Background: an optimization exercise with open tools, aiming at a short achievable clock period and few clock cycles. Do not read the settings as production practice.
Function was checked by simulation only, so behaviour that the tests miss may differ from the original.
No activity file was given, so power comes from the tool's default toggle rates.

==> flow/design.v, too long to show whole: its modules and the start of the top module <==
// module alu: 19 lines
// module add32: 5 lines
// module inc4: 5 lines
// module eq32: 5 lines
// module mul_s1: 687 lines
// module mul_s2: 240 lines
// module rfile: 23 lines
// module mipse: 223 lines
module mipse(
input clk, rst_n,
input [32-1:0] instr,
input [32-1:0] readdata,
output reg [32-1:0] pc,
output [32-1:0] aluout,
output [32-1:0] writedata,
output memwrite);
  // ...
==> flow/flow/run.sh <==
#!/bin/bash
# The standard layout (standard.sh: the standard flow's synthesis script, so the
# same registers with the same names), with these changes to how the layout
# is made:
#  - synthesis: ADDER_MAP_FILE empty, so adders and the multiplier's
#    compressor trees are mapped by ABC like the rest of the logic instead of
#    to fa/ha cells; and ABC may not use the slow 4-input OR/NOR and the
#    non-inverting AND-OR / OR-AND cells listed in flow/synth_dont_use.txt
#    (on top of the platform's own don't-use list);
set -euo pipefail
cd "$(dirname "$0")/.."
MARGIN=$(cat flow/margin.txt)
# the platform's own don't-use list (make's command line replaces it):
# the sky130_fd_sc_hd__ cells of DONT_USE_CELLS in platforms/sky130hd/config.mk
# (the lines of that assignment: it continues while a line ends in a backslash)
PLAT=$(awk '/^export DONT_USE_CELLS \+= / {on=1} on {print; if ($0 !~ /\\$/) exit}' \
  "$FLOW_HOME/platforms/sky130hd/config.mk" | grep -o 'sky130_fd_sc_hd__[a-z0-9_]*' | tr '\n' ' ')
EXTRA=""
for c in $(cat flow/synth_dont_use.txt); do
  for s in 0 1 2 4; do EXTRA="$EXTRA sky130_fd_sc_hd__${c}_$s"; done
done
echo "synthesis don't-use list: $PLAT $EXTRA" > synth_dont_use.log
bash standard.sh ADDER_MAP_FILE= "DONT_USE_CELLS=$PLAT $EXTRA" synth > make_synth.log 2>&1
bash standard.sh SETUP_SLACK_MARGIN=$MARGIN finish > make_finish.log 2>&1
==> flow/flow/margin.txt <==
6.5
==> flow/flow/synth_dont_use.txt <==
or4 or4b or4bb nor4 nor4b nor4bb or3 or3b a21o a21bo a22o a2bb2o a211o a221o a2111o a31o a32o a311o a41o o21a o21ba o22a o2bb2a o211a o221a o2111a o31a o32a o311a o41a and4 and4b and4bb
==> flow/standard.sh <==
#!/bin/bash
# synth_recipe.tcl (not shown) runs the flow's synth.tcl, then flattens the netlist and writes it again
# the make line also repeats each setting of config.mk as NAME=value (left out here)
make -C /OpenROAD-flow-scripts/flow DESIGN_CONFIG=/design/flow/config.mk WORK_HOME=/design/flow/orfs CLKGATE_MAP_FILE= SYNTH_SCRIPT=/design/flow/synth_recipe.tcl "${@:-finish}"
==> flow/config.mk <==
export PLATFORM = sky130hd
export DESIGN_NAME = mipse
export DESIGN_NICKNAME = mipse
export VERILOG_FILES = /design/flow/design.v
export SDC_FILE = /design/flow/constraint.sdc
export NUM_CORES = 4
export LEC_CHECK = 0
export CAP_MARGIN = 20
export CORE_MARGIN = 2
export CORE_UTILIZATION = 55
export PLACE_DENSITY = 0.72
export SLEW_MARGIN = 20
export SYNTH_HIERARCHICAL = 1
==> flow/constraint.sdc <==
create_clock -name core_clock -period 10.0 [get_ports {clk}]
set_input_delay 2.0000 -clock core_clock [delete_from_list [all_inputs] [get_ports {clk}]]
set_output_delay 2.0000 -clock core_clock [all_outputs]
set_load 0.01 [all_outputs]
==> flow_summary.ini, run 1 <==
[synthesis]
syn-cell-area_um2 = 92550
synth_seq_cells = 1571
synth_commonest_cells = sky130_fd_sc_hd__edfxtp_1, sky130_fd_sc_hd__a22oi_1, sky130_fd_sc_hd__nand2_1
netlist_top_cells_area = sky130_fd_sc_hd__edfxtp_1, sky130_fd_sc_hd__a22oi_1, sky130_fd_sc_hd__dfxtp_1
synth_ff_type = sky130_fd_sc_hd__edfxtp_1
synth-async-reset-ratio_pct = 6.684

[power_and_ir_drop]
power.internal_uw = 19710
switching_share_pct = 42.81
p_per_area_nw_per_um2 = 319.5

[cts]
worst_skew_late_latency_ns = 0.87
numCtsBuffers = 166
post-cts-setup-buffer-count = 154
htree_levels = 4

[setup_path]
timing.critical_path.buf_inv = 5
crit_chain = buf_6 > buf_12 > buf_16 > nand2b_4 > o211ai_1 > buf_4 > xor2_1 > and2_4 > buf_4 > nand2_4 > o21ai_4 > a21oi_4 > o31ai_4 > maj3_2 > maj3_2 > xnor2_2 > o22ai_4 > nor2_1 > a221oi_1 > nand3_1
cp_top_family = compound AO/OA/AOI/OAI gates
critical_path.slowest_cell = sky130_fd_sc_hd__edfxtp_1
ff2ff_path_depth = 20

[worst_hold_path]
min_delay_worst_endpoint = memwM

[drt]
wl_per_cell_um = 30.82
drt_first_pass_iters = 13

[layout]
largest_reg_flops = 992
synthToLayoutAreaGrowth_pct = 16.55
layout.clock_buffers = 205
postLayoutCellArea_um2 = 107900

[timing]
max_slew_margin_vs_limit_pct = 8.299

[status]
run_status = no timing/DRC/antenna violations

[grt]
globalRouteMet1Util_pct = 46.83

[placed_design]
globalplace.congestion = 1.030

[die]
n_taps = 2204
Testbench counts, summed over its fixed seeds: cycles 16,224.
==> inputs of run 2 (changes only) <==
--- a/flow/config.mk
+++ b/flow/config.mk
@@ -7,7 +7,7 @@
 export LEC_CHECK = 0
 export CAP_MARGIN = 20
 export CORE_MARGIN = 2
-export CORE_UTILIZATION = 55
-export PLACE_DENSITY = 0.72
+export CORE_UTILIZATION = 45
+export PLACE_DENSITY = 0.65
 export SLEW_MARGIN = 20
 export SYNTH_HIERARCHICAL = 1
==> run 2 against run 1 <==
  * Cell count increased by 3.5%
  * Clock power decreased by 2%
  * Combinational power about the same
  * Critical endpoint is now opA_E[31]
  * Non-clock buffer count decreased by 74
  * Synthesized area unchanged
  * Via count decreased by 2.0%
  * Global-route usage decreased by 6.5 points
==> flow_summary.ini, run 2 <==
[die]
die_height_um = 457.5
core-area_um2 = 204600
num_io_pins = 163
area_enclosed_by_the_die_boundary_um2 = 209300
starting_utilization_of_the_core_area_pct = 45.24
die_width_um = 457.5
rows = 166

[timing]
setup_viol = 0
max_slew_margin_vs_limit_pct = 19.23
finalSetupTns_ns = 0
grt_setup_unrepaired = yes
timing_worst_slew_pin_value_ns = 1.209
timing.final.crit_period_ns = 3.999
final.period_utilization_pct = 39.99
achievable-frequency_ghz = 0.2500
drv_slew = 0
setup_skew_after_layout_ns = 0.07491
finalHoldViolCount = 0

[synthesis]
netlist_top_cells_area = sky130_fd_sc_hd__edfxtp_1, sky130_fd_sc_hd__a22oi_1, sky130_fd_sc_hd__dfxtp_1
synth_seq_cells = 1571
yosysSeqAreaShare_pct = 46.53
edff_count_synth = 1108
synth-async-reset-ratio_pct = 6.684
synthesis.area_per_instance_um2 = 9.898
synth.distinct_cells = 107
syn_inst = 9350
syn-cell-area_um2 = 92550
synth_commonest_cells = sky130_fd_sc_hd__edfxtp_1, sky130_fd_sc_hd__a22oi_1, sky130_fd_sc_hd__nand2_1
synth_warnings = 9
most_common_cell_in_the_synthesized_netlist = sky130_fd_sc_hd__edfxtp_1
synth_top_area_share_pct = 35.95
synth_top_cell_by_area = sky130_fd_sc_hd__edfxtp_1
synth_ff_type = sky130_fd_sc_hd__edfxtp_1

[cts]
numCtsBuffers = 167
numClockSinks = 1571
ctsLongestPathBuffers = 3
cts_root_buf = sky130_fd_sc_hd__clkbuf_16
worst_skew_late_latency_ns = 0.85
htree_levels = 4
clkSlewWorstSetupHoldPaths_ns = 0.07
post_cts_hold_buffer_count = 0
tritoncts_clock_tree = built

[setup_path]
slowest_delay_ns = 0.41
crit_type = register to register
cp_top_family = compound AO/OA/AOI/OAI gates
crit_chain = buf_6 > buf_12 > nand2b_4 > o211ai_1 > buf_4 > a21oi_2 > o221ai_2 > nand2_1 > a211oi_2 > o211ai_1 > buf_4 > o21ai_4 > a21oi_2 > a211oi_2 > xnor2_2 > o22ai_2 > buf_4 > a22oi_2 > o21ai_1
critical-path-top-cell-by-count = sky130_fd_sc_hd__buf_4
regToRegEndpoint = opA_E[31]
worstSetupStartpointType = register
end_kind = register
ff2ff_path_depth = 19
critical_path_required_ns = 10.70
cp_data_arrival_time_ns = 4.70
worst-r2r-setup-slack_ns = 6.00
critical_path.max_fanout = 8
timing.critical_path.buf_inv = 5
worst_r2r_startpoint = gX
critical_path.slowest_cell = sky130_fd_sc_hd__edfxtp_1
timing.critical_path.depth = 19

[grt]
first_global_vias = 76480
grt_overflow_total = 0
grt_busiest_layer = met2
maximum_number_of_pins_on_one_net_before_global_route_repair = 96
grtUsageMet2_pct = 49.66
met3_usage_pct = 8.788
grt_util_all_layers_pct = 32.49
antenna_found_initial = 14
globalRouteMet1Util_pct = 39.96
grt_pass1_wl_um = 507400

[drt]
vias = 82110
postRouteWirelength_um = 364500
detail_route.iter0.violations = 12910
drt_first_pass_iters = 12
drtAntennaViolNets = 0
wl_per_cell_um = 29.98
avgViaCountPerCell = 6.754
detail_route.drc_violations = 0

[layout]
post_route_cells_drive_above_1_share_pct = 17.03
layout_common_cells = sky130_fd_sc_hd__edfxtp_1, sky130_fd_sc_hd__a22oi_1, sky130_fd_sc_hd__nand2_1
final_core_area_utilization_pct = 52.12
regMostFlops = rfile_1.rf
largest_reg_flops = 992
layout_commonest_cell = sky130_fd_sc_hd__edfxtp_1
reg.largest.list = rfile_1.rf x992, csM x119
synthToLayoutAreaGrowth_pct = 15.21
design.final.nets = 9391

[power_and_ir_drop]
p_per_area_nw_per_um2 = 321.6
total_leakage_power_uw = 0.03661
max-vdd-ir-drop_uv = 1106

[worst_hold_path]
hp-start = memwE
min-delay-path-class = register to register
timing.hold.worst_path_depth = 0
min_delay_worst_endpoint = memwM

[status]
run_status = no timing/DRC/antenna violations

[placed_design]
globalplace.congestion = 1.033
count_of_input_and_output_buffers = 162
dp_hpwl_um = 211900

[flow_run]
max-cap-violations = 0
run 2: worst register-to-register path, stage by stage (launching register included):
cell,delay [ns]
sky130_fd_sc_hd__edfxtp_1,0.41
sky130_fd_sc_hd__buf_6,0.16
sky130_fd_sc_hd__buf_12,0.14
sky130_fd_sc_hd__nand2b_4,0.19
sky130_fd_sc_hd__o211ai_1,0.37
sky130_fd_sc_hd__buf_4,0.21
sky130_fd_sc_hd__a21oi_2,0.04
sky130_fd_sc_hd__o221ai_2,0.18
sky130_fd_sc_hd__nand2_1,0.13
sky130_fd_sc_hd__a211oi_2,0.33
sky130_fd_sc_hd__o211ai_1,0.14
sky130_fd_sc_hd__buf_4,0.19
sky130_fd_sc_hd__o21ai_4,0.17
sky130_fd_sc_hd__a21oi_2,0.06
sky130_fd_sc_hd__a211oi_2,0.36
sky130_fd_sc_hd__xnor2_2,0.18
sky130_fd_sc_hd__o22ai_2,0.15
sky130_fd_sc_hd__buf_4,0.23
sky130_fd_sc_hd__a22oi_2,0.16
sky130_fd_sc_hd__o21ai_1,0.08
run 2: routing by layer:
metal	share of wire [%]	vias up	routed length [µm]
met5	0.12	-	443
met4	8.7	16	31590
met3	13	1680	46140
met2	43	6082	157700
met1	35	39410	128600
li1	-	34920	-
run 2: logic make-up after synthesis:
family | Yosys count | share of synthesized area, %
buffers and inverters | 1049 | 5.444
flip-flops | 1571 | 46.53
adder cells (fa/ha/maj) | 265 | 2.901
other | 1 | 0.004052
AND/OR/NAND/NOR | 2548 | 12.84
multiplexers | 291 | 3.431
AO/OA/AOI/OAI | 2850 | 21.04
XOR/XNOR | 775 | 7.806
run 2: worst max-delay path by stage:
stage,startpoint,to,slack [ns]
6_report,gX,opA_E[31],6.00
5_1_grt,gX,op2_E[31],5.87
4_1_cts,gX,op2_E[0],6.19
3_5_place_dp,fBXm,csM[83],5.15
3_3_place_gp,fBXm,csM[83],5.29
2_1_floorplan,dstE[0],dstE[0],6.37
run 2: power breakdown:
part           total, µW  switching, µW  internal (µW)
Sequential          9620           1080           8540
Combinational      18400          10900           7520
Clock               6250           2740           3510
Total              34300          14700          19600
run 2: through the flow:
| step | power, µW | cells | worst slack [ns] | hold WS [ns] | instance area [µm²] |
|---|---|---|---|---|---|
| floorplan | 20970 | 9355 | 6.373 | 0.3290 | 92760 |
| global placement | 23990 | 11520 | 5.289 | 0.3427 | 94990 |
| detailed placement | 24270 | 11520 | 5.153 | 0.3425 | 94990 |
| CTS | 31990 | 12010 | 6.192 | 0.3565 | 103500 |
| global route | 35520 | 12150 | 5.865 | 0.3589 | 106600 |
| finish | 34290 | 12160 | 6.001 | 0.3552 | 106600 |
run 2: cell type report:
class                      instances  area (µm²)
fill                           17870       97960
antenna                           12       30.03
multi-input combinational       6760       47720
clock inverter                    74       805.8
inverter                         199       795.8
clock buffer                     226        4647
sequential                      1571       43170
timing repair inverter             2       16.27
tap                             2688        3363
timing repair buffer             624        6077
run 2: modules after synthesis, one instance, submodules excluded, a selection:
module / area, µm² / times used
rfile: 40380 / 1
mipse: 24660 / 1
mul_s1: 16900 / 1
alu: 3862 / 1
add32: 1913 / 1
inc4: 605.6 / 1
eq32: 367.9 / 1
run 2: repair_timing:
action	4_1_cts	5_1_grt
setup endpoints to repair	520	199
buffers inserted	151	115
pin swaps	110	162
resized for setup	589	350
gates cloned	30	24

-- static timing again, ports no longer ideal --
In the flow no input, the clock included, has a driving cell. The finished layouts below were timed again as built, in two steps.
Step 1, drivers: a clkbuf_16 drives clk and a buf_2 each remaining input, both assumed.
Step 2, shift: input delay + t, output delay - t, t = (earliest + latest rising clock arrival at the registers) / 2. This alone moves slack from input paths to output paths.
a / b / c = no drivers / after step 1 / after step 2; a / b = the first two.
run	t (ns)	setup slack, ns	clock arrival spread, ns	worst register clock-pin slew, ns
run 1	0.927	5.930 / 5.930 / 5.450	0.055 / 0.055	0.07 / 0.07
run 2	0.899	6.001 / 6.001 / 5.417	0.077 / 0.077	0.07 / 0.07
After both steps setup and hold are still met in every run listed. The setup slack of run 2, which loses most, moves by 0.000 ns with the drivers and by -0.584 ns with both steps.
